Background: an optimization exercise with open tools, aiming at small area and a short achievable clock period. Do not read the settings as production practice.
Only simulation tests tie the RTL to the original design; equivalence was not proved.

===== flow/flow/run.sh =====
#!/bin/bash
set -e
cp standard.sh standard.sh.log
export SETUP_SLACK_MARGIN=${FLOW_SETUP_MARGIN:-12}
export BUFFER_PORTS_ARGS="-buffer_cell sky130_fd_sc_hd__buf_2"
bash standard.sh synth > synth.log 2>&1
R=orfs/results/sky130hd/izhneuron_verilog/base
cp $R/1_2_yosys.v yosys_netlist_before_polar.v.log
python3 flow/polar.py $R/1_2_yosys.v $R/1_2_yosys.polar.v > polar.log 2>&1
mv $R/1_2_yosys.polar.v $R/1_2_yosys.v
rm -f $R/1_synth.odb
bash standard.sh > standard.log 2>&1

===== flow/flow/polar.py =====
#!/usr/bin/env python3
"""Re-polarise full adders in a mapped sky130hd netlist to remove inverters.

A full adder is self-dual: FA(~a, ~b, ~c) = (~sum, ~cout). Flipping an adder
complements what its inputs must carry and what its outputs carry, so the
inverters around it can move or vanish. Likewise a gate with a complementary
cell (and2/nand2, or2/nor2, xor2/xnor2, ...) can be swapped for it with its
output's polarity flipped. A simulated-annealing search picks the flips that
leave the least inverter and gate area. The netlist's function is unchanged.
usage: polar.py in.v out.v
"""
import re
import sys
import random
from collections import defaultdict

src = open(sys.argv[1]).read()
cell_re = re.compile(r'^(\s*)(sky130_fd_sc_hd__\w+)\s+(\\\S+\s|\S+)\s*\((.*?)\);\n', re.S | re.M)
pin_re = re.compile(r'\.(\w+)\(\s*([^()]*?)\s*\)')
OUTPINS = {'X', 'Y', 'SUM', 'COUT', 'Q', 'Q_N', 'HI', 'LO'}

cells = []
for m in cell_re.finditer(src):
    pins = [(p, n) for p, n in pin_re.findall(m.group(4))]
    cells.append({'span': m.span(), 'ind': m.group(1), 'type': m.group(2), 'name': m.group(3), 'pins': pins})

outports = set()
for m in re.finditer(r'^\s*output\s+(\[[^\]]*\]\s*)?([^;]+);', src, re.M):
    rng, names = m.group(1), m.group(2)
    for nm in names.split(','):
        nm = nm.strip()
        if rng:
            hi, lo = map(int, re.findall(r'-?\d+', rng))
            for i in range(min(hi, lo), max(hi, lo) + 1):
                outports.add(f"{nm}[{i}]")
        else:
            outports.add(nm)

def is_inv(c):
    return re.match(r'sky130_fd_sc_hd__(inv|clkinv)_\d+$', c['type']) is not None

def is_fa(c):
    return re.match(r'sky130_fd_sc_hd__fa_\d+$', c['type']) is not None

# inverters that can be dissolved: input and output both internal nets
inv_of = {}   # output net -> input net
dissolve = set()
for i, c in enumerate(cells):
    if is_inv(c):
        d = dict(c['pins'])
        if d['Y'] not in outports:
            inv_of[d['Y']] = d['A']
            dissolve.add(i)

def root(net):
    p = 0
    while net in inv_of:
        net = inv_of[net]
        p ^= 1
    return net, p

COMP = {}
for a, b in [('and2', 'nand2'), ('or2', 'nor2'), ('and3', 'nand3'), ('or3', 'nor3'),
             ('and4', 'nand4'), ('or4', 'nor4'), ('xor2', 'xnor2')]:
    for d in ('0', '1', '2', '4'):
        COMP[f'sky130_fd_sc_hd__{a}_{d}'] = f'sky130_fd_sc_hd__{b}_{d}'
        COMP[f'sky130_fd_sc_hd__{b}_{d}'] = f'sky130_fd_sc_hd__{a}_{d}'
libsrc = open('/OpenROAD-flow-scripts/flow/platforms/sky130hd/lib/sky130_fd_sc_hd__tt_025C_1v80.lib').read() if len(sys.argv) < 4 else open(sys.argv[3]).read()
AREA = {m.group(1): float(m.group(2)) for m in re.finditer(r'cell \("(sky130_fd_sc_hd__\w+)"\)\s*\{.*?\barea\s*:\s*([\d.]+)', libsrc, re.S)}
OUTMAP = {}   # pin names of the complementary cell
for k in list(COMP):
    if k not in AREA or COMP[k] not in AREA:
        del COMP[k]

def is_gate_flip(c):
    return c['type'] in COMP and all(p in ('A', 'B', 'C', 'D', 'X', 'Y') for p, _ in c['pins'])

driver_fa = {}  # net -> flippable cell index
for i, c in enumerate(cells):
    if is_fa(c):
        for p, n in c['pins']:
            if p in ('SUM', 'COUT'):
                driver_fa[n] = i
    elif is_gate_flip(c):
        for p, n in c['pins']:
            if p in ('X', 'Y'):
                driver_fa[n] = i

# consumers: (cell index, pin, root, parity wanted in original terms)
cons = []
for i, c in enumerate(cells):
    if i in dissolve:
        continue
    for p, n in c['pins']:
        if p in OUTPINS:
            continue
        r, par = root(n)
        cons.append((i, p, r, par))
# output ports driven through dissolved inverters need the driving literal too:
# none, since inverters on output ports are kept.

fas = [i for i, c in enumerate(cells) if is_fa(c)]
gates = [i for i, c in enumerate(cells) if is_gate_flip(c)]
flip = {i: 0 for i in fas + gates}
fa_set = set(fas)

def phys(r):
    i = driver_fa.get(r)
    return flip[i] if i is not None else 0

def need(con):
    i, p, r, par = con
    want = par ^ (flip[i] if i in fa_set else 0)
    return r, want ^ phys(r)    # 1: consumer needs the complement of the physical net

INV = AREA['sky130_fd_sc_hd__inv_1']

def garea(i):
    c = cells[i]
    return AREA[COMP[c['type']]] if flip[i] else AREA[c['type']]

def cost():
    s = set()
    for con in cons:
        r, w = need(con)
        if w:
            s.add(r)
    return INV * len(s) + sum(garea(i) for i in gates)

by_root = defaultdict(list)
for k, con in enumerate(cons):
    by_root[con[2]].append(k)
fa_roots = defaultdict(set)
for k, con in enumerate(cons):
    if con[0] in flip:
        fa_roots[con[0]].add(con[2])
for i in fas + gates:
    for p, n in cells[i]['pins']:
        if p in ('SUM', 'COUT', 'X', 'Y'):
            fa_roots[i].add(n)

def local(rs, i):
    t = 0
    for r in rs:
        if any(need(cons[k])[1] for k in by_root[r]):
            t += INV
    if i in flip and i not in fa_set:
        t += garea(i)
    return t

best = cost()
start = best
random.seed(1)
import math
order = fas + gates
cur = best
best_flip = dict(flip)
T0, T1, steps = 4.0, 0.05, 60000
for step in range(steps):
    T = T0 * (T1 / T0) ** (step / steps)
    i = order[random.randrange(len(order))]
    rs = fa_roots[i]
    before = local(rs, i)
    flip[i] ^= 1
    after = local(rs, i)
    dlt = after - before
    if dlt <= 0 or random.random() < math.exp(-dlt / T):
        cur += dlt
        if cur < best - 1e-9:
            best = cur
            best_flip = dict(flip)
    else:
        flip[i] ^= 1
flip.update(best_flip)
# greedy polish
while True:
    improved = False
    for i in order:
        rs = fa_roots[i]
        before = local(rs, i)
        flip[i] ^= 1
        if local(rs, i) < before - 1e-9:
            improved = True
        else:
            flip[i] ^= 1
    if not improved:
        break
final = cost()

# rewrite
inv_net = {}
new_cells = []
k = 0
def esc(n):
    return n + " " if n.startswith("\\") else n


def inverted(r):
    global k
    if r not in inv_net:
        k += 1
        inv_net[r] = f"_pol{k}_"
        new_cells.append(f"  sky130_fd_sc_hd__inv_1 _polinv{k}_ (\n    .A({esc(r)}),\n    .Y(_pol{k}_)\n  );\n")
    return inv_net[r]

newpins = defaultdict(dict)
for con in cons:
    i, p, r, par = con
    rr, w = need(con)
    newpins[i][p] = inverted(rr) if w else rr

out = []
pos = 0
for i, c in enumerate(cells):
    a, b = c['span']
    out.append(src[pos:a])
    pos = b
    if i in dissolve:
        continue
    ctype = COMP[c['type']] if (i in flip and i not in fa_set and flip[i]) else c['type']
    pins = []
    outpin = None
    if ctype != c['type']:
        outpin = 'Y' if re.search(r'__(nand|nor|xnor)', ctype) else 'X'
    for p, n in c['pins']:
        if outpin and p in ('X', 'Y'):
            p2 = outpin
        else:
            p2 = p
        pins.append((p2, newpins[i].get(p, n)))
    body = ",\n".join(f"    .{p}({esc(n)})" for p, n in pins)
    out.append(f"{c['ind']}{ctype} {c['name']}{'' if c['name'].endswith(' ') else ' '}(\n{body}\n  );\n")
tail = src[pos:]
ei = tail.rindex('endmodule')
out.append(tail[:ei])
out.extend(new_cells)
out.append(tail[ei:])
res = "".join(out)
# declare the new nets after the module header's last wire declaration
decl = "".join(f"  wire _pol{j}_;\n" for j in range(1, k + 1))
m = list(re.finditer(r'^\s*wire [^;]*;\n', res, re.M))
p = m[-1].end()
res = res[:p] + decl + res[p:]
open(sys.argv[2], 'w').write(res)
sys.stderr.write(f"polar: {len(fas)} adders, {len(gates)} gates, {sum(flip.values())} flipped, "
                 f"{len(dissolve)} inverters removed, {k} added (cost {start:.1f} -> {final:.1f})\n")

===== flow/standard.sh =====
#!/bin/bash
# synth_recipe.tcl (not shown) runs the flow's synth.tcl, then flattens the netlist and writes it again
# the make line also repeats each setting of config.mk as NAME=value (left out here)
make -C /OpenROAD-flow-scripts/flow DESIGN_CONFIG=/design/flow/config.mk WORK_HOME=/design/flow/orfs CLKGATE_MAP_FILE= SYNTH_SCRIPT=/design/flow/synth_recipe.tcl "${@:-finish}"

===== flow/config.mk =====
export PLATFORM = sky130hd
export DESIGN_NAME = izhneuron_verilog
export DESIGN_NICKNAME = izhneuron_verilog
export VERILOG_FILES = /design/flow/design.v
export SDC_FILE = /design/flow/constraint.sdc
export NUM_CORES = 4
export LEC_CHECK = 0
export CAP_MARGIN = 20
export CORE_MARGIN = 2
export CORE_UTILIZATION = 40
export PLACE_DENSITY = 0.75
export SLEW_MARGIN = 20

===== flow/constraint.sdc =====
create_clock -name core_clock -period 21.0 [get_ports {clk}]
set_input_delay 4.2000 -clock core_clock [delete_from_list [all_inputs] [get_ports {clk}]]
set_output_delay 4.2000 -clock core_clock [all_outputs]
set_load 0.01 [all_outputs]

===== flow/design.v =====
module izhneuron_verilog(clk, rst, en, WE, Addr, AER_BUS, Weight, spike_out);
input wire clk;
input wire rst;
input wire en;
input wire WE;
input wire [3:0] Addr;
input wire [3:0] AER_BUS;
input wire [10:0] Weight;
output wire spike_out;
reg [10:0] mem0, mem1, mem2, mem3;
reg [3:0] valid;                  
reg [10:0] wout, acc, I;
reg [13:0] N, t;              
wire sel0 = valid[0] & (AER_BUS == 4'd0);
wire sel1 = valid[1] & (AER_BUS == 4'd1);
wire sel2 = valid[2] & (AER_BUS == 4'd2);
wire sel3 = valid[3] & (AER_BUS == 4'd3);
wire [10:0] rdg = ({11{sel0}} & mem0) | ({11{sel1}} & mem1) | ({11{sel2}} & mem2) | ({11{sel3}} & mem3);
wire sm0 = acc[0] ^ wout[0];
wire sc0 = acc[0] & wout[0];
wire sm1 = acc[1] ^ wout[1] ^ sc0;
wire sc1 = (acc[1] & wout[1]) | (acc[1] & sc0) | (wout[1] & sc0);
wire sm2 = acc[2] ^ wout[2] ^ sc1;
wire sc2 = (acc[2] & wout[2]) | (acc[2] & sc1) | (wout[2] & sc1);
wire sm3 = acc[3] ^ wout[3] ^ sc2;
wire sc3 = (acc[3] & wout[3]) | (acc[3] & sc2) | (wout[3] & sc2);
wire sm4 = acc[4] ^ wout[4] ^ sc3;
wire sc4 = (acc[4] & wout[4]) | (acc[4] & sc3) | (wout[4] & sc3);
wire sm5 = acc[5] ^ wout[5] ^ sc4;
wire sc5 = (acc[5] & wout[5]) | (acc[5] & sc4) | (wout[5] & sc4);
wire sm6 = acc[6] ^ wout[6] ^ sc5;
wire sc6 = (acc[6] & wout[6]) | (acc[6] & sc5) | (wout[6] & sc5);
wire sm7 = acc[7] ^ wout[7] ^ sc6;
wire sc7 = (acc[7] & wout[7]) | (acc[7] & sc6) | (wout[7] & sc6);
wire sm8 = acc[8] ^ wout[8] ^ sc7;
wire sc8 = (acc[8] & wout[8]) | (acc[8] & sc7) | (wout[8] & sc7);
wire sm9 = acc[9] ^ wout[9] ^ sc8;
wire sc9 = (acc[9] & wout[9]) | (acc[9] & sc8) | (wout[9] & sc8);
wire sm10 = acc[10] ^ wout[10] ^ sc9;
wire sc10 = (acc[10] & wout[10]) | (acc[10] & sc9) | (wout[10] & sc9);
wire [10:0] sum = {sm10, sm9, sm8, sm7, sm6, sm5, sm4, sm3, sm2, sm1, sm0};
wire [10:0] I_next = en ? sum : I;
wire [10:0] In = {~I[10], I[9:0]};                              
wire [10:0] Inn = {~I_next[10], I_next[9:0]};
wire g1 = N[0] & t[2];
wire p2 = N[0] | t[2];
wire g3 = N[1] & t[3];
wire p4 = N[1] | t[3];
wire g5 = N[2] & t[4];
wire p6 = N[2] | t[4];
wire g7 = N[3] & t[5];
wire p8 = N[3] | t[5];
wire g9 = N[4] & t[6];
wire p10 = N[4] | t[6];
wire g11 = N[5] & t[7];
wire p12 = N[5] | t[7];
wire G13 = g3 | (p4 & g1);
wire P14 = p4 & p2;
wire G15 = g7 | (p8 & g5);
wire P16 = p8 & p6;
wire G17 = g11 | (p12 & g9);
wire P18 = p12 & p10;
wire G19 = g5 | (p6 & G13);
wire P20 = p6 & P14;
wire G21 = G15 | (P16 & G13);
wire P22 = P16 & P14;
wire G23 = g9 | (p10 & G21);
wire P24 = p10 & P22;
wire G25 = G17 | (P18 & G21);
wire P26 = P18 & P22;
wire cdv6 = G25;
wire dvs0 = t[8] ^ N[6] ^ cdv6;
wire dvc0 = (t[8] & N[6]) | (t[8] & cdv6) | (N[6] & cdv6);
wire dvs1 = t[9] ^ N[7] ^ dvc0;
wire dvc1 = (t[9] & N[7]) | (t[9] & dvc0) | (N[7] & dvc0);
wire dvs2 = t[10] ^ N[8] ^ dvc1;
wire dvc2 = (t[10] & N[8]) | (t[10] & dvc1) | (N[8] & dvc1);
wire dvs3 = t[11] ^ N[9] ^ dvc2;
wire dvc3 = (t[11] & N[9]) | (t[11] & dvc2) | (N[9] & dvc2);
wire dvs4 = t[12] ^ N[10] ^ dvc3;
wire dvc4 = (t[12] & N[10]) | (t[12] & dvc3) | (N[10] & dvc3);
wire dvs5 = t[13] ^ N[11] ^ dvc4;
wire dvc5 = (t[13] & N[11]) | (t[13] & dvc4) | (N[11] & dvc4);
wire dvs6 = t[13] ^ N[12] ^ dvc5;
wire dvc6 = (t[13] & N[12]) | (t[13] & dvc5) | (N[12] & dvc5);
wire dvs7 = t[13] ^ N[13] ^ dvc6;
wire [7:0] d = {dvs7, dvs6, dvs5, dvs4, dvs3, dvs2, dvs1, dvs0};
wire nas0 = N[0] ^ ~d[0] ^ 1'b1;
wire nac0 = (N[0] & ~d[0]) | (N[0] & 1'b1) | (~d[0] & 1'b1);
wire nas1 = N[1] ^ ~d[1] ^ nac0;
wire nac1 = (N[1] & ~d[1]) | (N[1] & nac0) | (~d[1] & nac0);
wire nas2 = N[2] ^ ~d[2] ^ nac1;
wire nac2 = (N[2] & ~d[2]) | (N[2] & nac1) | (~d[2] & nac1);
wire nas3 = N[3] ^ ~d[3] ^ nac2;
wire nac3 = (N[3] & ~d[3]) | (N[3] & nac2) | (~d[3] & nac2);
wire nas4 = N[4] ^ ~d[4] ^ nac3;
wire nac4 = (N[4] & ~d[4]) | (N[4] & nac3) | (~d[4] & nac3);
wire nas5 = N[5] ^ ~d[5] ^ nac4;
wire nac5 = (N[5] & ~d[5]) | (N[5] & nac4) | (~d[5] & nac4);
wire nas6 = N[6] ^ ~d[6] ^ nac5;
wire nac6 = (N[6] & ~d[6]) | (N[6] & nac5) | (~d[6] & nac5);
wire nas7 = N[7] ^ ~d[7] ^ nac6;
wire nac7 = (N[7] & ~d[7]) | (N[7] & nac6) | (~d[7] & nac6);
wire nas8 = N[8] ^ ~d[7] ^ nac7;
wire nac8 = (N[8] & ~d[7]) | (N[8] & nac7) | (~d[7] & nac7);
wire nas9 = N[9] ^ ~d[7] ^ nac8;
wire nac9 = (N[9] & ~d[7]) | (N[9] & nac8) | (~d[7] & nac8);
wire nas10 = N[10] ^ ~d[7] ^ nac9;
wire nac10 = (N[10] & ~d[7]) | (N[10] & nac9) | (~d[7] & nac9);
wire nas11 = N[11] ^ ~d[7] ^ nac10;
wire nac11 = (N[11] & ~d[7]) | (N[11] & nac10) | (~d[7] & nac10);
wire nas12 = N[12] ^ ~d[7] ^ nac11;
wire nac12 = (N[12] & ~d[7]) | (N[12] & nac11) | (~d[7] & nac11);
wire nas13 = N[13] ^ ~d[7] ^ nac12;
wire [13:0] N0a = {nas13, nas12, nas11, nas10, nas9, nas8, nas7, nas6, nas5, nas4, nas3, nas2, nas1, nas0};
wire p0_1 = t[0] & t[1];
wire p0_2 = t[0] & t[2];
wire p0_3 = t[0] & t[3];
wire p0_4 = t[0] & t[4];
wire p0_5 = t[0] & t[5];
wire p0_6 = t[0] & t[6];
wire p0_7 = t[0] & t[7];
wire p0_8 = t[0] & t[8];
wire p0_9 = t[0] & t[9];
wire p0_10 = t[0] & t[10];
wire p1_2 = t[1] & t[2];
wire p1_3 = t[1] & t[3];
wire p1_4 = t[1] & t[4];
wire p1_5 = t[1] & t[5];
wire p1_6 = t[1] & t[6];
wire p1_7 = t[1] & t[7];
wire p1_8 = t[1] & t[8];
wire p1_9 = t[1] & t[9];
wire p1_10 = t[1] & t[10];
wire p2_3 = t[2] & t[3];
wire p2_4 = t[2] & t[4];
wire p2_5 = t[2] & t[5];
wire p2_6 = t[2] & t[6];
wire p2_7 = t[2] & t[7];
wire p2_8 = t[2] & t[8];
wire p2_9 = t[2] & t[9];
wire p2_10 = t[2] & t[10];
wire p3_4 = t[3] & t[4];
wire p3_5 = t[3] & t[5];
wire p3_6 = t[3] & t[6];
wire p3_7 = t[3] & t[7];
wire p3_8 = t[3] & t[8];
wire p3_9 = t[3] & t[9];
wire p3_10 = t[3] & t[10];
wire p4_5 = t[4] & t[5];
wire p4_6 = t[4] & t[6];
wire p4_7 = t[4] & t[7];
wire p4_8 = t[4] & t[8];
wire p4_9 = t[4] & t[9];
wire p4_10 = t[4] & t[10];
wire p5_6 = t[5] & t[6];
wire p5_7 = t[5] & t[7];
wire p5_8 = t[5] & t[8];
wire p5_9 = t[5] & t[9];
wire p5_10 = t[5] & t[10];
wire p6_7 = t[6] & t[7];
wire p6_8 = t[6] & t[8];
wire p6_9 = t[6] & t[9];
wire p6_10 = t[6] & t[10];
wire p7_8 = t[7] & t[8];
wire p7_9 = t[7] & t[9];
wire p7_10 = t[7] & t[10];
wire p8_9 = t[8] & t[9];
wire p8_10 = t[8] & t[10];
wire p9_10 = t[9] & t[10];
wire n0 = ~(t[11] & t[0]);
wire n1 = ~(t[11] & t[1]);
wire n2 = ~(t[11] & t[2]);
wire n3 = ~(t[11] & t[3]);
wire n4 = ~(t[11] & t[4]);
wire n5 = ~(t[11] & t[5]);
wire n6 = ~(t[11] & t[6]);
wire n7 = ~(t[11] & t[7]);
wire n8 = ~(t[11] & t[8]);
wire n9 = ~(t[11] & t[9]);
wire s27 = t[2] ^ p0_3 ^ p1_2;
wire k28 = (t[2] & p0_3) | (t[2] & p1_2) | (p0_3 & p1_2);
wire s29 = t[3] ^ p0_5 ^ p1_4;
wire k30 = (t[3] & p0_5) | (t[3] & p1_4) | (p0_5 & p1_4);
wire s31 = p0_6 ^ p1_5 ^ p2_4;
wire k32 = (p0_6 & p1_5) | (p0_6 & p2_4) | (p1_5 & p2_4);
wire s33 = 1'b1 ^ In[0] ^ N[0];
wire k34 = (1'b1 & In[0]) | (1'b1 & N[0]) | (In[0] & N[0]);
wire s35 = t[4] ^ p0_7 ^ p1_6;
wire k36 = (t[4] & p0_7) | (t[4] & p1_6) | (p0_7 & p1_6);
wire s37 = 1'b1 ^ In[1] ^ N[1];
wire k38 = (1'b1 & In[1]) | (1'b1 & N[1]) | (In[1] & N[1]);
wire s39 = p0_8 ^ p1_7 ^ p2_6;
wire k40 = (p0_8 & p1_7) | (p0_8 & p2_6) | (p1_7 & p2_6);
wire s41 = In[2] ^ N[2] ^ t[5];
wire k42 = (In[2] & N[2]) | (In[2] & t[5]) | (N[2] & t[5]);
wire s43 = p0_9 ^ p1_8 ^ p2_7;
wire k44 = (p0_9 & p1_8) | (p0_9 & p2_7) | (p1_8 & p2_7);
wire s45 = 1'b1 ^ In[3] ^ N[3];
wire k46 = (1'b1 & In[3]) | (1'b1 & N[3]) | (In[3] & N[3]);
wire s47 = p0_10 ^ p1_9 ^ p2_8;
wire k48 = (p0_10 & p1_9) | (p0_10 & p2_8) | (p1_9 & p2_8);
wire s49 = 1'b1 ^ In[4] ^ N[4];
wire k50 = (1'b1 & In[4]) | (1'b1 & N[4]) | (In[4] & N[4]);
wire s51 = t[6] ^ n0 ^ p1_10;
wire k52 = (t[6] & n0) | (t[6] & p1_10) | (n0 & p1_10);
wire s53 = p2_9 ^ p3_8 ^ p4_7;
wire k54 = (p2_9 & p3_8) | (p2_9 & p4_7) | (p3_8 & p4_7);
wire s55 = In[5] ^ N[5] ^ n1;
wire k56 = (In[5] & N[5]) | (In[5] & n1) | (N[5] & n1);
wire s57 = p2_10 ^ p3_9 ^ p4_8;
wire k58 = (p2_10 & p3_9) | (p2_10 & p4_8) | (p3_9 & p4_8);
wire s59 = In[6] ^ N[6] ^ t[7];
wire k60 = (In[6] & N[6]) | (In[6] & t[7]) | (N[6] & t[7]);
wire s61 = n2 ^ p3_10 ^ p4_9;
wire k62 = (n2 & p3_10) | (n2 & p4_9) | (p3_10 & p4_9);
wire s63 = In[7] ^ N[7] ^ n3;
wire k64 = (In[7] & N[7]) | (In[7] & n3) | (N[7] & n3);
wire s65 = p4_10 ^ p5_9 ^ p6_8;
wire k66 = (p4_10 & p5_9) | (p4_10 & p6_8) | (p5_9 & p6_8);
wire s67 = In[8] ^ N[8] ^ t[8];
wire k68 = (In[8] & N[8]) | (In[8] & t[8]) | (N[8] & t[8]);
wire s69 = n4 ^ p5_10 ^ p6_9;
wire k70 = (n4 & p5_10) | (n4 & p6_9) | (p5_10 & p6_9);
wire s71 = In[9] ^ N[9] ^ n5;
wire k72 = (In[9] & N[9]) | (In[9] & n5) | (N[9] & n5);
wire s73 = In[10] ^ N[10] ^ t[9];
wire k74 = (In[10] & N[10]) | (In[10] & t[9]) | (N[10] & t[9]);
wire s75 = n6 ^ p7_10 ^ p8_9;
wire k76 = (n6 & p7_10) | (n6 & p8_9) | (p7_10 & p8_9);
wire s77 = 1'b1 ^ N[11] ^ n7;
wire k78 = (1'b1 & N[11]) | (1'b1 & n7) | (N[11] & n7);
wire s79 = 1'b1 ^ N[12] ^ t[10];
wire k80 = (1'b1 & N[12]) | (1'b1 & t[10]) | (N[12] & t[10]);
wire s81 = 1'b1 ^ N[13] ^ n9;
wire k82 = (1'b1 & N[13]) | (1'b1 & n9) | (N[13] & n9);
wire s83 = p0_4 ^ p1_3 ^ k28;
wire k84 = (p0_4 & p1_3) | (p0_4 & k28) | (p1_3 & k28);
wire s85 = p2_5 ^ p3_4 ^ s33;
wire k86 = (p2_5 & p3_4) | (p2_5 & s33) | (p3_4 & s33);
wire s87 = p3_5 ^ k34 ^ s37;
wire k88 = (p3_5 & k34) | (p3_5 & s37) | (k34 & s37);
wire s89 = p3_6 ^ p4_5 ^ k38;
wire k90 = (p3_6 & p4_5) | (p3_6 & k38) | (p4_5 & k38);
wire s91 = s41 ^ k40 ^ s43;
wire k92 = (s41 & k40) | (s41 & s43) | (k40 & s43);
wire s93 = p3_7 ^ p4_6 ^ k42;
wire k94 = (p3_7 & p4_6) | (p3_7 & k42) | (p4_6 & k42);
wire s95 = s45 ^ k44 ^ s47;
wire k96 = (s45 & k44) | (s45 & s47) | (k44 & s47);
wire s97 = p5_6 ^ k46 ^ s49;
wire k98 = (p5_6 & k46) | (p5_6 & s49) | (k46 & s49);
wire s99 = k48 ^ s51 ^ s53;
wire k100 = (k48 & s51) | (k48 & s53) | (s51 & s53);
wire s101 = p5_7 ^ k50 ^ k52;
wire k102 = (p5_7 & k50) | (p5_7 & k52) | (k50 & k52);
wire s103 = k54 ^ s55 ^ s57;
wire k104 = (k54 & s55) | (k54 & s57) | (s55 & s57);
wire s105 = p5_8 ^ p6_7 ^ s59;
wire k106 = (p5_8 & p6_7) | (p5_8 & s59) | (p6_7 & s59);
wire s107 = k56 ^ k58 ^ s61;
wire k108 = (k56 & k58) | (k56 & s61) | (k58 & s61);
wire s109 = k60 ^ k62 ^ s63;
wire k110 = (k60 & k62) | (k60 & s63) | (k62 & s63);
wire s111 = p7_8 ^ s67 ^ k64;
wire k112 = (p7_8 & s67) | (p7_8 & k64) | (s67 & k64);
wire s113 = p6_10 ^ p7_9 ^ k68;
wire k114 = (p6_10 & p7_9) | (p6_10 & k68) | (p7_9 & k68);
wire s115 = s73 ^ k72 ^ s75;
wire k116 = (s73 & k72) | (s73 & s75) | (k72 & s75);
wire s117 = p8_10 ^ k74 ^ k76;
wire k118 = (p8_10 & k74) | (p8_10 & k76) | (k74 & k76);
wire s119 = n8 ^ p9_10 ^ s79;
wire k120 = (n8 & p9_10) | (n8 & s79) | (p9_10 & s79);
wire s121 = p2_3 ^ s29 ^ k84;
wire k122 = (p2_3 & s29) | (p2_3 & k84) | (s29 & k84);
wire s123 = k32 ^ s35 ^ s85;
wire k124 = (k32 & s35) | (k32 & s85) | (s35 & s85);
wire s125 = k36 ^ s39 ^ k86;
wire k126 = (k36 & s39) | (k36 & k86) | (s39 & k86);
wire s127 = k88 ^ s89 ^ s91;
wire k128 = (k88 & s89) | (k88 & s91) | (s89 & s91);
wire s129 = k90 ^ s93 ^ k92;
wire k130 = (k90 & s93) | (k90 & k92) | (s93 & k92);
wire s131 = k94 ^ s97 ^ k96;
wire k132 = (k94 & s97) | (k94 & k96) | (s97 & k96);
wire s133 = k98 ^ k100 ^ s101;
wire k134 = (k98 & k100) | (k98 & s101) | (k100 & s101);
wire s135 = s105 ^ k102 ^ k104;
wire k136 = (s105 & k102) | (s105 & k104) | (k102 & k104);
wire s137 = s65 ^ k106 ^ k108;
wire k138 = (s65 & k106) | (s65 & k108) | (k106 & k108);
wire s139 = k66 ^ s69 ^ k110;
wire k140 = (k66 & s69) | (k66 & k110) | (s69 & k110);
wire s141 = k70 ^ s71 ^ s113;
wire k142 = (k70 & s71) | (k70 & s113) | (s71 & s113);
wire s143 = s77 ^ k116 ^ s117;
wire k144 = (s77 & k116) | (s77 & s117) | (k116 & s117);
wire s145 = k78 ^ s119 ^ k118;
wire k146 = (k78 & s119) | (k78 & k118) | (s119 & k118);
wire s147 = k80 ^ s81 ^ k120;
wire k148 = (k80 & s81) | (k80 & k120) | (s81 & k120);
wire s149 = k30 ^ s31;
wire k150 = k30 & s31;
wire s151 = s87 ^ k124;
wire k152 = s87 & k124;
wire s153 = k126 ^ s127;
wire k154 = k126 & s127;
wire s155 = s95 ^ k128 ^ s129;
wire k156 = (s95 & k128) | (s95 & s129) | (k128 & s129);
wire s157 = s99 ^ k130 ^ s131;
wire k158 = (s99 & k130) | (s99 & s131) | (k130 & s131);
wire s159 = s103 ^ k132 ^ s133;
wire k160 = (s103 & k132) | (s103 & s133) | (k132 & s133);
wire s161 = s107 ^ k134 ^ s135;
wire k162 = (s107 & k134) | (s107 & s135) | (k134 & s135);
wire s163 = s109 ^ k136 ^ s137;
wire k164 = (s109 & k136) | (s109 & s137) | (k136 & s137);
wire s165 = s111 ^ k138 ^ s139;
wire k166 = (s111 & k138) | (s111 & s139) | (k138 & s139);
wire s167 = k112 ^ s141 ^ k140;
wire k168 = (k112 & s141) | (k112 & k140) | (s141 & k140);
wire s169 = k114 ^ s115 ^ k142;
wire k170 = (k114 & s115) | (k114 & k142) | (s115 & k142);
wire g171 = t[0] & 1'b0;
wire p172 = t[0] | 1'b0;
wire g173 = 1'b0 & 1'b0;
wire p174 = 1'b0 | 1'b0;
wire g175 = t[1] & p0_1;
wire p176 = t[1] | p0_1;
wire g177 = p0_2 & 1'b0;
wire p178 = p0_2 | 1'b0;
wire g179 = s27 & 1'b0;
wire p180 = s27 | 1'b0;
wire g181 = s83 & 1'b0;
wire p182 = s83 | 1'b0;
wire g183 = s121 & 1'b0;
wire p184 = s121 | 1'b0;
wire g185 = s149 & k122;
wire p186 = s149 | k122;
wire G187 = g173 | (p174 & g171);
wire P188 = p174 & p172;
wire G189 = g177 | (p178 & g175);
wire P190 = p178 & p176;
wire G191 = g181 | (p182 & g179);
wire P192 = p182 & p180;
wire G193 = g185 | (p186 & g183);
wire P194 = p186 & p184;
wire G195 = g175 | (p176 & G187);
wire P196 = p176 & P188;
wire G197 = G189 | (P190 & G187);
wire P198 = P190 & P188;
wire G199 = g183 | (p184 & G191);
wire P200 = p184 & P192;
wire G201 = G193 | (P194 & G191);
wire P202 = P194 & P192;
wire G203 = g179 | (p180 & G197);
wire P204 = p180 & P198;
wire G205 = G191 | (P192 & G197);
wire P206 = P192 & P198;
wire G207 = G199 | (P200 & G197);
wire P208 = P200 & P198;
wire G209 = G201 | (P202 & G197);
wire P210 = P202 & P198;
wire lc8 = G209;
wire s211 = k150 ^ s123;
wire k212 = k150 & s123;
wire s213 = s125 ^ s151;
wire k214 = s125 & s151;
wire s215 = k152 ^ s153;
wire k216 = k152 & s153;
wire s217 = k154 ^ s155;
wire k218 = k154 & s155;
wire s219 = k156 ^ s157;
wire k220 = k156 & s157;
wire s221 = k158 ^ s159;
wire k222 = k158 & s159;
wire s223 = k160 ^ s161;
wire k224 = k160 & s161;
wire s225 = k162 ^ s163;
wire k226 = k162 & s163;
wire s227 = k164 ^ s165;
wire k228 = k164 & s165;
wire s229 = k166 ^ s167;
wire k230 = k166 & s167;
wire s231 = s169 ^ k168;
wire k232 = s169 & k168;
wire s233 = s143 ^ k170;
wire k234 = s143 & k170;
wire s235 = k144 ^ s145;
wire k236 = k144 & s145;
wire s237 = s147 ^ k146;
wire k238 = s147 & k146;
wire g239 = s211 & lc8;
wire x241 = s211 ^ lc8;
wire g242 = k212 & s213;
wire x244 = k212 ^ s213;
wire g245 = k214 & s215;
wire x247 = k214 ^ s215;
wire g248 = k216 & s217;
wire x250 = k216 ^ s217;
wire g251 = k218 & s219;
wire x253 = k218 ^ s219;
wire g254 = k220 & s221;
wire x256 = k220 ^ s221;
wire g257 = k222 & s223;
wire x259 = k222 ^ s223;
wire g260 = k224 & s225;
wire x262 = k224 ^ s225;
wire g263 = k226 & s227;
wire x265 = k226 ^ s227;
wire g266 = s229 & k228;
wire x268 = s229 ^ k228;
wire g269 = s231 & k230;
wire x271 = s231 ^ k230;
wire g272 = s233 & k232;
wire x274 = s233 ^ k232;
wire g275 = s235 & k234;
wire x277 = s235 ^ k234;
wire g278 = s237 & k236;
wire x280 = s237 ^ k236;
wire o281 = s211 | lc8;
wire o282 = k212 | s213;
wire o283 = k214 | s215;
wire o284 = k216 | s217;
wire o285 = k218 | s219;
wire o286 = k220 | s221;
wire o287 = k222 | s223;
wire o288 = k224 | s225;
wire o289 = k226 | s227;
wire o290 = s229 | k228;
wire o291 = s231 | k230;
wire o292 = s233 | k232;
wire o293 = s235 | k234;
wire G294 = g242 | (o282 & g239);
wire P295 = o282 & o281;
wire G296 = g248 | (o284 & g245);
wire P297 = o284 & o283;
wire G298 = g254 | (o286 & g251);
wire P299 = o286 & o285;
wire G300 = g260 | (o288 & g257);
wire P301 = o288 & o287;
wire G302 = g266 | (o290 & g263);
wire P303 = o290 & o289;
wire G304 = g272 | (o292 & g269);
wire P305 = o292 & o291;
wire G306 = g245 | (o283 & G294);
wire P307 = o283 & P295;
wire G308 = G296 | (P297 & G294);
wire P309 = P297 & P295;
wire G310 = g257 | (o287 & G298);
wire P311 = o287 & P299;
wire G312 = G300 | (P301 & G298);
wire P313 = P301 & P299;
wire G314 = g269 | (o291 & G302);
wire P315 = o291 & P303;
wire G316 = G304 | (P305 & G302);
wire P317 = P305 & P303;
wire G318 = g251 | (o285 & G308);
wire P319 = o285 & P309;
wire G320 = G298 | (P299 & G308);
wire P321 = P299 & P309;
wire G322 = G310 | (P311 & G308);
wire P323 = P311 & P309;
wire G324 = G312 | (P313 & G308);
wire P325 = P313 & P309;
wire G326 = g275 | (o293 & G316);
wire P327 = o293 & P317;
wire G328 = g263 | (o289 & G324);
wire P329 = o289 & P325;
wire G330 = G302 | (P303 & G324);
wire P331 = P303 & P325;
wire G332 = G314 | (P315 & G324);
wire P333 = P315 & P325;
wire G334 = G316 | (P317 & G324);
wire P335 = P317 & P325;
wire G336 = G326 | (P327 & G324);
wire P337 = P327 & P325;
wire wsn = x280 ^ G336;
wire s338 = 1'b1 ^ ~In[0] ^ k150;
wire k339 = (1'b1 & ~In[0]) | (1'b1 & k150) | (~In[0] & k150);
wire s340 = 1'b1 ^ ~In[1] ^ s125;
wire k341 = (1'b1 & ~In[1]) | (1'b1 & s125) | (~In[1] & s125);
wire s342 = 1'b1 ^ ~In[2] ^ k152;
wire k343 = (1'b1 & ~In[2]) | (1'b1 & k152) | (~In[2] & k152);
wire s344 = 1'b1 ^ ~In[3] ^ k154;
wire k345 = (1'b1 & ~In[3]) | (1'b1 & k154) | (~In[3] & k154);
wire s346 = 1'b1 ^ ~In[4] ^ k156;
wire k347 = (1'b1 & ~In[4]) | (1'b1 & k156) | (~In[4] & k156);
wire s348 = ~In[5] ^ k158 ^ s159;
wire k349 = (~In[5] & k158) | (~In[5] & s159) | (k158 & s159);
wire s350 = 1'b1 ^ ~In[6] ^ k160;
wire k351 = (1'b1 & ~In[6]) | (1'b1 & k160) | (~In[6] & k160);
wire s352 = ~In[7] ^ k162 ^ s163;
wire k353 = (~In[7] & k162) | (~In[7] & s163) | (k162 & s163);
wire s354 = 1'b1 ^ ~In[8] ^ k164;
wire k355 = (1'b1 & ~In[8]) | (1'b1 & k164) | (~In[8] & k164);
wire s356 = 1'b1 ^ ~In[9] ^ k166;
wire k357 = (1'b1 & ~In[9]) | (1'b1 & k166) | (~In[9] & k166);
wire s358 = ~In[10] ^ s169 ^ k168;
wire k359 = (~In[10] & s169) | (~In[10] & k168) | (s169 & k168);
wire s360 = 1'b1 ^ s143 ^ k170;
wire k361 = (1'b1 & s143) | (1'b1 & k170) | (s143 & k170);
wire s362 = 1'b1 ^ k144 ^ s145;
wire k363 = (1'b1 & k144) | (1'b1 & s145) | (k144 & s145);
wire s364 = 1'b1 ^ s147 ^ k146;
wire k365 = (1'b1 & s147) | (1'b1 & k146) | (s147 & k146);
wire s366 = s123 ^ s338;
wire k367 = s123 & s338;
wire s368 = k339 ^ s151 ^ s340;
wire k369 = (k339 & s151) | (k339 & s340) | (s151 & s340);
wire s370 = k341 ^ s153 ^ s342;
wire k371 = (k341 & s153) | (k341 & s342) | (s153 & s342);
wire s372 = s155 ^ k343 ^ s344;
wire k373 = (s155 & k343) | (s155 & s344) | (k343 & s344);
wire s374 = s157 ^ k345 ^ s346;
wire k375 = (s157 & k345) | (s157 & s346) | (k345 & s346);
wire s376 = k347 ^ s348;
wire k377 = k347 & s348;
wire s378 = s161 ^ s350 ^ k349;
wire k379 = (s161 & s350) | (s161 & k349) | (s350 & k349);
wire s380 = k351 ^ s352;
wire k381 = k351 & s352;
wire s382 = s165 ^ s354 ^ k353;
wire k383 = (s165 & s354) | (s165 & k353) | (s354 & k353);
wire s384 = s167 ^ k355 ^ s356;
wire k385 = (s167 & k355) | (s167 & s356) | (k355 & s356);
wire s386 = k357 ^ s358;
wire k387 = k357 & s358;
wire s388 = s360 ^ k359;
wire k389 = s360 & k359;
wire s390 = s362 ^ k361;
wire k391 = s362 & k361;
wire s392 = s364 ^ k363;
wire k393 = s364 & k363;
wire s394 = s366 ^ lc8 ^ ~d[0];
wire k395 = (s366 & lc8) | (s366 & ~d[0]) | (lc8 & ~d[0]);
wire s396 = k367 ^ s368 ^ ~d[1];
wire k397 = (k367 & s368) | (k367 & ~d[1]) | (s368 & ~d[1]);
wire s398 = k369 ^ s370 ^ ~d[2];
wire k399 = (k369 & s370) | (k369 & ~d[2]) | (s370 & ~d[2]);
wire s400 = k371 ^ s372 ^ ~d[3];
wire k401 = (k371 & s372) | (k371 & ~d[3]) | (s372 & ~d[3]);
wire s402 = k373 ^ s374 ^ ~d[4];
wire k403 = (k373 & s374) | (k373 & ~d[4]) | (s374 & ~d[4]);
wire s404 = s376 ^ k375 ^ ~d[5];
wire k405 = (s376 & k375) | (s376 & ~d[5]) | (k375 & ~d[5]);
wire s406 = k377 ^ s378 ^ ~d[6];
wire k407 = (k377 & s378) | (k377 & ~d[6]) | (s378 & ~d[6]);
wire s408 = s380 ^ k379 ^ d[7];
wire k409 = (s380 & k379) | (s380 & d[7]) | (k379 & d[7]);
wire s410 = k381 ^ s382 ^ Inn[8];
wire k411 = (k381 & s382) | (k381 & Inn[8]) | (s382 & Inn[8]);
wire s412 = k383 ^ s384 ^ Inn[9];
wire k413 = (k383 & s384) | (k383 & Inn[9]) | (s384 & Inn[9]);
wire s414 = s386 ^ k385 ^ Inn[10];
wire k415 = (s386 & k385) | (s386 & Inn[10]) | (k385 & Inn[10]);
wire s416 = Inn[1] ^ k395 ^ s396;
wire k417 = (Inn[1] & k395) | (Inn[1] & s396) | (k395 & s396);
wire s418 = Inn[2] ^ k397 ^ s398;
wire k419 = (Inn[2] & k397) | (Inn[2] & s398) | (k397 & s398);
wire s420 = Inn[3] ^ k399 ^ s400;
wire k421 = (Inn[3] & k399) | (Inn[3] & s400) | (k399 & s400);
wire s422 = Inn[4] ^ k401 ^ s402;
wire k423 = (Inn[4] & k401) | (Inn[4] & s402) | (k401 & s402);
wire s424 = Inn[5] ^ k403 ^ s404;
wire k425 = (Inn[5] & k403) | (Inn[5] & s404) | (k403 & s404);
wire s426 = Inn[6] ^ k405 ^ s406;
wire k427 = (Inn[6] & k405) | (Inn[6] & s406) | (k405 & s406);
wire s428 = Inn[7] ^ k407 ^ s408;
wire k429 = (Inn[7] & k407) | (Inn[7] & s408) | (k407 & s408);
wire s430 = s388 ^ k387 ^ k415;
wire k431 = (s388 & k387) | (s388 & k415) | (k387 & k415);
wire s432 = ~spk ^ k421;
wire k433 = ~spk & k421;
wire s434 = k423 ^ s424;
wire k435 = k423 & s424;
wire s436 = ~spk ^ k425 ^ s426;
wire k437 = (~spk & k425) | (~spk & s426) | (k425 & s426);
wire s438 = k427 ^ s428;
wire k439 = k427 & s428;
wire s440 = k409 ^ s410 ^ k429;
wire k441 = (k409 & s410) | (k409 & k429) | (s410 & k429);
wire s442 = k411 ^ s412;
wire k443 = k411 & s412;
wire s444 = k413 ^ s414;
wire k445 = k413 & s414;
wire s446 = s390 ^ k389;
wire k447 = s390 & k389;
wire s448 = s392 ^ k391;
wire k449 = s392 & k391;
wire g450 = Inn[0] & s394;
wire x452 = Inn[0] ^ s394;
wire g453 = s416 & 1'b0;
wire x455 = s416 ^ 1'b0;
wire g456 = k417 & s418;
wire x458 = k417 ^ s418;
wire g459 = k419 & s420;
wire x461 = k419 ^ s420;
wire g462 = s422 & s432;
wire x464 = s422 ^ s432;
wire g465 = k433 & s434;
wire x467 = k433 ^ s434;
wire g468 = k435 & s436;
wire x470 = k435 ^ s436;
wire g471 = s438 & k437;
wire x473 = s438 ^ k437;
wire g474 = k439 & s440;
wire x476 = k439 ^ s440;
wire g477 = s442 & k441;
wire x479 = s442 ^ k441;
wire g480 = k443 & s444;
wire x482 = k443 ^ s444;
wire g483 = k445 & s430;
wire x485 = k445 ^ s430;
wire g486 = s446 & k431;
wire x488 = s446 ^ k431;
wire g489 = s448 & k447;
wire x491 = s448 ^ k447;
wire G492 = g453 | (x455 & g450);
wire P493 = x455 & x452;
wire G494 = g459 | (x461 & g456);
wire P495 = x461 & x458;
wire G496 = g465 | (x467 & g462);
wire P497 = x467 & x464;
wire G498 = g471 | (x473 & g468);
wire P499 = x473 & x470;
wire G500 = g477 | (x479 & g474);
wire P501 = x479 & x476;
wire G502 = g483 | (x485 & g480);
wire P503 = x485 & x482;
wire G504 = g489 | (x491 & g486);
wire P505 = x491 & x488;
wire G506 = g456 | (x458 & G492);
wire P507 = x458 & P493;
wire G508 = G494 | (P495 & G492);
wire P509 = P495 & P493;
wire G510 = g468 | (x470 & G496);
wire P511 = x470 & P497;
wire G512 = G498 | (P499 & G496);
wire P513 = P499 & P497;
wire G514 = g480 | (x482 & G500);
wire P515 = x482 & P501;
wire G516 = G502 | (P503 & G500);
wire P517 = P503 & P501;
wire G518 = g462 | (x464 & G508);
wire P519 = x464 & P509;
wire G520 = G496 | (P497 & G508);
wire P521 = P497 & P509;
wire G522 = G510 | (P511 & G508);
wire P523 = P511 & P509;
wire G524 = G512 | (P513 & G508);
wire P525 = P513 & P509;
wire G526 = g486 | (x488 & G516);
wire P527 = x488 & P517;
wire G528 = G504 | (P505 & G516);
wire P529 = P505 & P517;
wire G530 = g474 | (x476 & G524);
wire P531 = x476 & P525;
wire G532 = G500 | (P501 & G524);
wire P533 = P501 & P525;
wire G534 = G514 | (P515 & G524);
wire P535 = P515 & P525;
wire G536 = G516 | (P517 & G524);
wire P537 = P517 & P525;
wire G538 = G526 | (P527 & G524);
wire P539 = P527 & P525;
wire G540 = G528 | (P529 & G524);
wire P541 = P529 & P525;
wire [13:0] y;
assign y[0] = x452 ^ 1'b0;
assign y[1] = x455 ^ g450;
assign y[2] = x458 ^ G492;
assign y[3] = x461 ^ G506;
assign y[4] = x464 ^ G508;
assign y[5] = x467 ^ G518;
assign y[6] = x470 ^ G520;
assign y[7] = x473 ^ G522;
assign y[8] = x476 ^ G524;
assign y[9] = x479 ^ G530;
assign y[10] = x482 ^ G532;
assign y[11] = x485 ^ G534;
assign y[12] = x488 ^ G536;
assign y[13] = x491 ^ G538;
wire nns0 = N0a[4] ^ spk ^ 1'b0;
wire nnc0 = (N0a[4] & spk) | (N0a[4] & 1'b0) | (spk & 1'b0);
wire nns1 = N0a[5] ^ spk ^ nnc0;
wire nnc1 = (N0a[5] & spk) | (N0a[5] & nnc0) | (spk & nnc0);
wire nns2 = N0a[6] ^ 1'b0 ^ nnc1;
wire nnc2 = (N0a[6] & 1'b0) | (N0a[6] & nnc1) | (1'b0 & nnc1);
wire nns3 = N0a[7] ^ spk ^ nnc2;
wire nnc3 = (N0a[7] & spk) | (N0a[7] & nnc2) | (spk & nnc2);
wire nns4 = N0a[8] ^ spk ^ nnc3;
wire nnc4 = (N0a[8] & spk) | (N0a[8] & nnc3) | (spk & nnc3);
wire nns5 = N0a[9] ^ spk ^ nnc4;
wire nnc5 = (N0a[9] & spk) | (N0a[9] & nnc4) | (spk & nnc4);
wire nns6 = N0a[10] ^ spk ^ nnc5;
wire nnc6 = (N0a[10] & spk) | (N0a[10] & nnc5) | (spk & nnc5);
wire nns7 = N0a[11] ^ spk ^ nnc6;
wire nnc7 = (N0a[11] & spk) | (N0a[11] & nnc6) | (spk & nnc6);
wire nns8 = N0a[12] ^ spk ^ nnc7;
wire nnc8 = (N0a[12] & spk) | (N0a[12] & nnc7) | (spk & nnc7);
wire nns9 = N0a[13] ^ spk ^ nnc8;
wire [13:0] N_next = {nns9, nns8, nns7, nns6, nns5, nns4, nns3, nns2, nns1, nns0, N0a[3:0]};
wire signed [13:0] ts = t;
wire f = ts < -14'sd1285;               
wire spk = f | ~wsn;
assign spike_out = ~rst & spk;
wire g = ~y[13] & (y[12:0] > 13'd1068);
wire [13:0] t_next = (f | g) ? 14'd118 : y;
always @(posedge clk) begin
	if (WE && Addr[3:2] == 2'b00) begin
		case (Addr[1:0])
			2'd0: mem0 <= Weight;
			2'd1: mem1 <= Weight;
			2'd2: mem2 <= Weight;
			default: mem3 <= Weight;
		endcase
	end
	if (rst) begin
		valid <= 4'b0000;
		wout <= 11'd0; acc <= 11'd0; I <= 11'd0;
		N <= 14'd16112; t <= 14'd118;
	end else begin
		if (WE && Addr[3:2] == 2'b00) valid[Addr[1:0]] <= 1'b1;
		if (!WE) wout <= rdg;
		acc <= en ? 11'd0 : sum;
		I <= I_next;
		N <= N_next;
		t <= t_next;
	end
end
endmodule

==> results.tsv, run 1 <==
stage	metric	value	unit
outcome	status	complete, no violations	
grt	antenna_found_initial	0	
die	dieHeight	149	µm
placed_design	numPortBuffers	23	
timing	setup_viol	0	
layout	multiInputGateArea	0.00545	mm²
layout	fillers	1843	
setup_path	crit_path_end_kind	output pin	
placed_design	pre_cts_slack	11880	ps
setup_path	cp.depth	4	
clock_network	cts_made_buffers	9	
detailed_routing	vias	5465	
placed_design	dpl_cell_area	0.00884	mm²
timing	hold_ws	476	ps
die	fp.dieW	149	µm
timing	worst_pin_slew	906	ps
detailed_routing	initialDrtViolationCount	447	
placed_design	hpwl	14000	µm
layout	drive_gt1_frac	0.142	
setup_path	crit_chain	buf_2, buf_12, nor2_1, buf_2	
yosys	synthCells	757	
clock_network	h-tree-depth	3	
timing	hold_viol	0	
layout	final_cell_area	0.00940	mm²
setup_path	cpMaxStageDelayCell	buf_12	
yosys	postSynthAreaPerCell	11.2	µm²
detailed_routing	drt-vias-per-instance	5.14	
clock_network	clkSinkCount	109	
yosys	yosys_warnings	1	
timing	fin_skew	8.87	ps
clock_network	clk_pin_slew	80	ps
timing	period_share	0.425	
layout	antenna_cells	0	
placed_design	place_congestion	0.857	
detailed_routing	routedWlPerCell	16.7	µm
setup_path	worstPathMaxFanout	44	
die	die_area	0.0223	mm²
timing	relSlewSlack	0.396	
grt	grt_pass1_wl	29500	µm
clock_network	clk_latency	360	ps
timing	worst_slack	12080	ps
setup_path	max_stage_delay	170	ps
clock_network	cts-root-buf	clkbuf_16	
layout	area_growth	11.3	%
detailed_routing	drc	0	
min_path	hp-class	register to register	
timing	min_period	8920	ps
timing	rsz0062_at_grt	no	
die	std_cell_rows	53	
grt	grt.overflow.total	0	
die	ios	24	
setup_path	cp_top_family	buffers and inverters	
clock_network	cts_buffer_depth	2	
yosys	synthesis.area	0.00845	mm²
detailed_routing	first_pass_iters	4	
setup_path	crit_type	input port to output pin	
grt	grt_util_all_layers	0.172	
setup_path	crit_arrival	4720	ps
setup_path	crit_required	16800	ps
run	max-cap-violations	0	
die	core_area	0.0209	mm²
layout	finalNetCount	999	
min_path	whs_path_depth	2	
layout	ff_latch_area	0.00267	mm²
setup_path	cp_common_cell	buf_2	
timing	fin_setup_tns	0	ps
clock_network	hold_buffers	0	
clock_network	cts_tree	built	
die	initial_utilization	0.404	
setup_path	rr_worst_depth	30	
setup_path	crit_buf_inv	3	
setup_path	worst_setup_path_start_kind	input port	
detailed_routing	ant_nets	0	
grt	grt_max_degree	45	
timing	max_freq	0.112	GHz
yosys	synth_nets	972	
grt	first_global_vias	5861	
timing	maxSlewViolCount	0	
detailed_routing	totalWireLength	17800	µm
==> final cells by class <==
cell class | instances | area share
clock inverter | 7 | 0.00785
clock buffer | 9 | 0.0240
tap | 275 | 0.0366
inverter | 98 | 0.0391
multi-input combinational | 524 | 0.580
sequential | 109 | 0.284
timing repair buffer | 42 | 0.0287
==> worst register-to-register path: cells and delay by family, from the launching register on <==
| family | cells | cell delay (ps) |
|---|---|---|
| adders and majority gates | 12 | 4590 |
| AOI/OAI and AO/OA | 10 | 2390 |
| and+or+nand+nor | 4 | 620 |
| DFF | 1 | 400 |
| buffers and inverters | 3 | 280 |
| xor gates and xnor gates | 1 | 160 |
==> cells in the final DEF, fill, tap and decap left out, drive strengths merged, types with 2 or more instances in the layout <==
| master | count |
|---|---|
| fa | 128 |
| inv | 102 |
| dfxtp | 65 |
| ha | 64 |
| nand2 | 58 |
| nor2 | 56 |
| edfxtp | 44 |
| buf | 42 |
| a21oi | 37 |
| and2 | 32 |
| a22oi | 24 |
| xnor2 | 17 |
| nor2b | 13 |
| o21ai | 11 |
| or2 | 9 |
| clkbuf | 9 |
| a21o | 7 |
| nor3 | 7 |
| mux2i | 5 |
| xor2 | 5 |
| a31oi | 4 |
| nand2b | 3 |
| and4b | 3 |
| o22ai | 3 |
| nand4 | 3 |
| clkinv | 3 |
| nor4 | 3 |
| nand3 | 2 |
| a41oi | 2 |
| a211oi | 2 |
| nor4bb | 2 |
==> flip-flops by register name, summed over array words and instances (netlist names) <==
signal / count
N: 14
acc: 11
valid: 4
mem2: 11
wout: 11
mem0: 11
mem3: 11
mem1: 11
t: 14
I: 11
==> path summary, 6_finish.rpt <==
kind | slack, ps | startpoint | endpoint
hold / removal | 480 | valid[2]$_SDFFE_PP0P_ | valid[2]$_SDFFE_PP0P_
hold reg to reg | 480 | valid[2]$_SDFFE_PP0P_ | valid[2]$_SDFFE_PP0P_
setup reg to reg | 12480 | t[2]$_SDFF_PP1_ | t[1]$_SDFF_PP1_
setup / recovery | 12080 | rst | spike_out
==> metrics by stage <==
step / utilization / cells
after floorplan: - / 757
after global routing: 0.450 / 1064
after CTS: 0.443 / 1054
final: 0.450 / 1064
after global placement: 0.423 / 1033
after detailed placement: 0.423 / 1033
==> what timing repair did <==
action / in CTS / in global routing
setup buffers: 5 / 10
endpoints found under the setup margin: 2 / 1
resized for setup: 28 / 19
pin swaps: 3 / 5
==> routing by layer <==
layer,GRT usage,vias to the layer above,part of all wire
met4,0.0633,0,0.034
met1,0.222,2741,0.42
li1,-,2540,-
met2,0.287,139,0.50
met3,0.0370,45,0.046
met5,0,-,0
==> run 2: changes to the inputs <==
--- a/flow/config.mk
+++ b/flow/config.mk
@@ -10,3 +10,2 @@
 export CORE_UTILIZATION = 40
-export PLACE_DENSITY = 0.75
 export SLEW_MARGIN = 20
==> run 2 against run 1 <==
Still clean. Cell area is 0.81% lower. Count of clock-buffer cells in the layout is 1 higher. Clock skew increased by 2.7 ps. Core utilization shrank 0.37 points. Routed wire length grew 4.0%. Global-route usage up 0.81 points. Critical endpoint unchanged.
==> results.tsv, run 2 <==
stage	metric	value	unit
detailed_routing	routedWlPerCell	17.4	µm
grt	grt_pass1_wl	30500	µm
grt	grt_util_all_layers	0.180	
die	dieHeight	149	µm
timing	hold_viol	0	
layout	antenna_cells	0	
yosys	postSynthAreaPerCell	11.2	µm²
setup_path	reg2reg_to	N[13]$_SDFF_PP1_	
setup_path	crit_chain	buf_2, nor2_1, buf_2	
clock_network	hold_buffers	0	
timing	worst_pin_slew	828	ps
layout	fillers	1978	
setup_path	reg2reg_slack	12490	ps
yosys	synthCells	757	
setup_path	cp_common_cell	buf_2	
detailed_routing	totalWireLength	18500	µm
clock_network	clk_pin_slew	80	ps
min_path	whs_path_depth	2	
grt	grt.overflow.total	0	
setup_path	r2r_start	t[1]$_SDFF_PP1_	
placed_design	numPortBuffers	23	
yosys	synthesis.area	0.00845	mm²
layout	top_regs	N (14), t (14)	
clock_network	cts_buffer_depth	2	
setup_path	crit_required	16800	ps
clock_network	cts-root-buf	clkbuf_16	
setup_path	crit_type	input port to output pin	
timing	max_freq	0.113	GHz
timing	fin_setup_tns	0	ps
setup_path	max_stage_delay	150	ps
yosys	synth_nets	972	
die	core_area	0.0209	mm²
detailed_routing	first_pass_iters	5	
layout	area_growth	10.4	%
setup_path	worst_setup_path_start_kind	input port	
detailed_routing	drc	0	
die	initial_utilization	0.404	
timing	relSlewSlack	0.448	
timing	fin_skew	11.6	ps
clock_network	cts_tree	built	
detailed_routing	initialDrtViolationCount	340	
timing	rsz0062_at_grt	no	
setup_path	rr_worst_depth	30	
placed_design	dp.cells	1034	
clock_network	clkSinkCount	109	
die	ios	24	
min_path	hp-start	valid[0]$_SDFFE_PP0P_	
clock_network	cts_made_buffers	9	
clock_network	clk_latency	360	ps
clock_network	h-tree-depth	3	
setup_path	crit_path_end_kind	output pin	
layout	layout.cells.non_filler	1061	
outcome	status	complete, no violations	
detailed_routing	vias	5325	
die	std_cell_rows	53	
die	die_area	0.0223	mm²
run	max-cap-violations	0	
timing	period_share	0.420	
grt	first_global_vias	5749	
placed_design	hpwl	14600	µm
die	fp.dieW	149	µm
setup_path	cpMaxStageDelayCell	buf_2	
timing	maxSlewViolCount	0	
layout	layout_common_cells	fa_1 (126), inv_1 (98), ha_1 (63), nand2_1 (57), nor2_1 (55)	
detailed_routing	drt-vias-per-instance	5.02	
placed_design	place_congestion	0.811	
layout	drive_gt1_frac	0.126	
layout	final_common_cell	fa_1	
min_path	worstHoldEndpoint	valid[0]$_SDFFE_PP0P_	
timing	setup_viol	0	
detailed_routing	ant_nets	0	
setup_path	startpoint	rst	
min_path	hp-class	register to register	
setup_path	crit_arrival	4620	ps
yosys	yosys_warnings	1	
grt	grt_max_degree	44	
grt	antenna_found_initial	0	
timing	min_period	8820	ps
setup_path	worstPathMaxFanout	2	
layout	finalNetCount	996	
==> run 2: cell count changes in the layout (fill, tap and decap cells not counted), sizes merged <==
cell | before | now
bufinv | 0 | 1
clkbuf | 9 | 10
buf | 42 | 39
inv | 102 | 101
clkinv | 3 | 2
==> run 2: worst max-delay path by stage <==
| stage | end | slack (ps) | cells past startpoint |
|---|---|---|---|
| 2_1_floorplan | spike_out | 12090 | 3 |
| 3_3_place_gp | spike_out | 12080 | 15 |
| 3_5_place_dp | spike_out | 11980 | 15 |
| 4_1_cts | spike_out | 12000 | 15 |
| 5_1_grt | spike_out | 11990 | 16 |
| 6_report | spike_out | 12180 | 3 |
==> run 2: routing by layer <==
layer / part of all wire / track usage / wire length [µm]
met5: 0 / 0 / 0
met4: 0.018 / 0.0419 / 337
met3: 0.028 / 0.0391 / 519
met2: 0.49 / 0.296 / 9050
met1: 0.46 / 0.246 / 8590
==> run 2: final cells by class <==
cell class | count | area (µm²) | share of cell area
Multi-Input combinational cell | 524 | 5400 | 0.579
Clock inverter | 6 | 78.8 | 0.00845
Tap cell | 275 | 344 | 0.0369
Timing Repair Buffer | 39 | 235 | 0.0252
Sequential cell | 109 | 2670 | 0.286
Clock buffer | 10 | 229 | 0.0246
Inverter | 98 | 368 | 0.0394
==> run 2: critical path: cells and delay by family <==
kind | cells | cell delay [ps]
buf+inv | 2 | 290
simple gates | 1 | 120
==> run 2: through the flow <==
step	worst slack, ps	util	instance area [µm²]	hold slack, ps
finish	12180	0.446	9330	471
global route	11990	0.446	9330	509
CTS	12000	0.441	9200	478
detailed placement	11980	0.424	8850	459
global placement	12080	0.424	8850	446
floorplan	12090	-	8450	431
==> run 2: timing repair <==
action,in CTS,in global routing
setup buffers,1,10
gates resized for setup,21,11
setup endpoints to repair,1,2
pin swaps,2,6
==> run 3: changes to the inputs <==
--- a/flow/flow/run.sh
+++ b/flow/flow/run.sh
@@ -5,2 +5,3 @@
 export BUFFER_PORTS_ARGS="-buffer_cell sky130_fd_sc_hd__buf_2"
+export CTS_ARGS="-sink_clustering_enable -repair_clock_nets -sink_buffer_max_cap_derate 0.02"
 bash standard.sh synth > synth.log 2>&1
==> run 3 against run 2 <==
Cell area increased by 0.46%. Largest cell class unchanged. Count of clock-buffer cells in the layout unchanged. Via count increased by 2.1%. Still clean.
==> results.tsv, run 3 <==
stage	metric	value	unit
detailed_routing	drt-vias-per-instance	5.05	
placed_design	place_congestion	0.811	
timing	relSlewSlack	0.431	
setup_path	r2r_start	t[2]$_SDFF_PP1_	
placed_design	hpwl	14600	µm
grt	grt.overflow.total	0	
clock_network	clkSinkCount	109	
min_path	worstHoldEndpoint	valid[0]$_SDFFE_PP0P_	
die	dieHeight	149	µm
clock_network	cts_tree	built	
die	ios	24	
die	initial_utilization	0.404	
setup_path	reg2reg_to	N[13]$_SDFF_PP1_	
detailed_routing	ant_nets	0	
timing	setup_viol	0	
clock_network	cts-root-buf	clkbuf_8	
timing	max_freq	0.114	GHz
layout	final_cell_area	0.00937	mm²
setup_path	worstPathMaxFanout	2	
setup_path	crit_buf_inv	2	
setup_path	cp_common_cell	buf_2	
setup_path	crit_path_end_kind	output pin	
grt	first_global_vias	5704	
yosys	yosys_warnings	1	
grt	antenna_found_initial	0	
layout	area_growth	10.9	%
detailed_routing	totalWireLength	18700	µm
layout	fillers	1979	
setup_path	crit_arrival	4600	ps
clock_network	clk_pin_slew	110	ps
setup_path	rr_worst_depth	28	
yosys	postSynthAreaPerCell	11.2	µm²
grt	grt_max_degree	44	
layout	final_common_cell	fa_1	
grt	grt_util_all_layers	0.180	
placed_design	numPortBuffers	23	
die	core_area	0.0209	mm²
timing	fin_skew	14.4	ps
clock_network	cts_buffer_depth	2	
placed_design	dp.cells	1034	
die	std_cell_rows	53	
min_path	whs_path_depth	2	
detailed_routing	routedWlPerCell	17.4	µm
layout	top_regs	N (14), t (14)	
setup_path	cp_top_family	buffers and inverters	
clock_network	h-tree-depth	3	
timing	fin_setup_tns	0	ps
layout	drive_gt1_frac	0.154	
clock_network	clk_latency	390	ps
setup_path	cpMaxStageDelayCell	buf_2	
layout	multiInputGateArea	0.00544	mm²
setup_path	crit_required	16800	ps
yosys	synthesis.area	0.00845	mm²
detailed_routing	first_pass_iters	5	
layout	layout.cells.non_filler	1076	
layout	ff_latch_area	0.00267	mm²
timing	min_period	8800	ps
clock_network	hold_buffers	0	
setup_path	worst_setup_path_start_kind	input port	
grt	grt_pass1_wl	30400	µm
timing	maxSlewViolCount	0	
detailed_routing	vias	5438	
placed_design	dpl_cell_area	0.00885	mm²
outcome	status	complete, no violations	
timing	rsz0062_at_grt	yes	
detailed_routing	drc	0	
setup_path	reg2reg_slack	12480	ps
yosys	synthCells	757	
timing	worst_pin_slew	854	ps
min_path	hp-start	valid[0]$_SDFFE_PP0P_	
die	fp.dieW	149	µm
setup_path	crit_type	input port to output pin	
timing	hold_viol	0	
yosys	synth_nets	972	
layout	layout_common_cells	fa_1 (123), inv_1 (96), ha_1 (62), nand2_1 (57), nor2_1 (55)	
min_path	hp-class	register to register	
layout	antenna_cells	0	
detailed_routing	initialDrtViolationCount	323	
layout	finalNetCount	1011	
setup_path	crit_chain	buf_2, nor2_1, buf_2	
clock_network	cts_made_buffers	9	
timing	period_share	0.419	
setup_path	max_stage_delay	150	ps
die	die_area	0.0223	mm²
run	max-cap-violations	0	
-- run 3: final cells by class --
class / instances / share of cell area
multi-input combinational: 524 / 0.580
clock inverter: 6 / 0.00841
inverter: 98 / 0.0393
tap: 275 / 0.0367
clock buffer: 10 / 0.0136
sequential: 109 / 0.285
timing repair buffer: 54 / 0.0363
-- run 3: routing by layer --
layer,vias up,wire [µm],track usage
li1,2556,-,-
met4,0,357,0.0462
met3,24,596,0.0318
met1,2761,8550,0.248
met2,97,9180,0.296
met5,-,0,0
-- run 3: worst max-delay path by stage --
stage / from / end / slack [ps] / depth (start not counted)
global route: t[8]$_SDFF_PP0_ / spike_out / 11960 / 16
CTS: I[2]$_SDFF_PP0_ / spike_out / 12020 / 15
global placement: t[9]$_SDFF_PP0_ / spike_out / 12080 / 15
floorplan: rst / spike_out / 12090 / 3
detailed placement: t[9]$_SDFF_PP0_ / spike_out / 11980 / 15
finish: rst / spike_out / 12200 / 3
-- run 3: stage by stage --
stage          utilization  hold slack [ps]  setup slack, ps
3_3_place_gp         0.424              446            12080
3_5_place_dp         0.424              459            11980
6_report             0.448              482            12200
2_1_floorplan            -              431            12090
5_1_grt              0.448              519            11960
4_1_cts              0.438              487            12020
-- run 3: what timing repair did --
action / CTS / global route
setup endpoints to repair: 1 / 2
gates resized for setup: 24 / 19
pin swaps: 2 / 9
setup buffers: 6 / 20
-- run 3: worst register-to-register path, delay by kind of cell (launching register included) --
family / cells / cell delay (ps)
simple gates: 2 / 230
compound gates: 4 / 600
buf+inv: 3 / 270
xor+xnor: 2 / 300
mux: 1 / 200
flops: 1 / 410
fa+ha+maj: 16 / 6440

separate check: timing with driven ports:
How much do the figures lean on ideal ports? The routed layouts below were timed once more, with nothing changed but the port constraints.
Step 1: set_driving_cell puts a clkbuf_16 on clk and a buf_2 on each other input, an assumption about the parent block.
Step 2 times the ports against the registers' clock, not the clock port: input delays grow and output delays shrink by t, the midpoint of the rising clock arrivals with the driver on.
a / b / c = ideal / step 1 / step 2; a / b = the first two.
run | t, ns | setup slack, ns | worst setup path at the end
run 1 | 0.393 | 12.081 / 12.055 / 12.035 | input to register
run 2 | 0.395 | 12.183 / 12.162 / 12.089 | input to register
run 3 | 0.422 | 12.198 / 12.178 / 12.118 | input to register
After both steps every run listed still meets setup and hold. For run 2, which loses most, drivers alone change the setup slack by -0.021 ns; drivers and shift together by -0.094 ns.
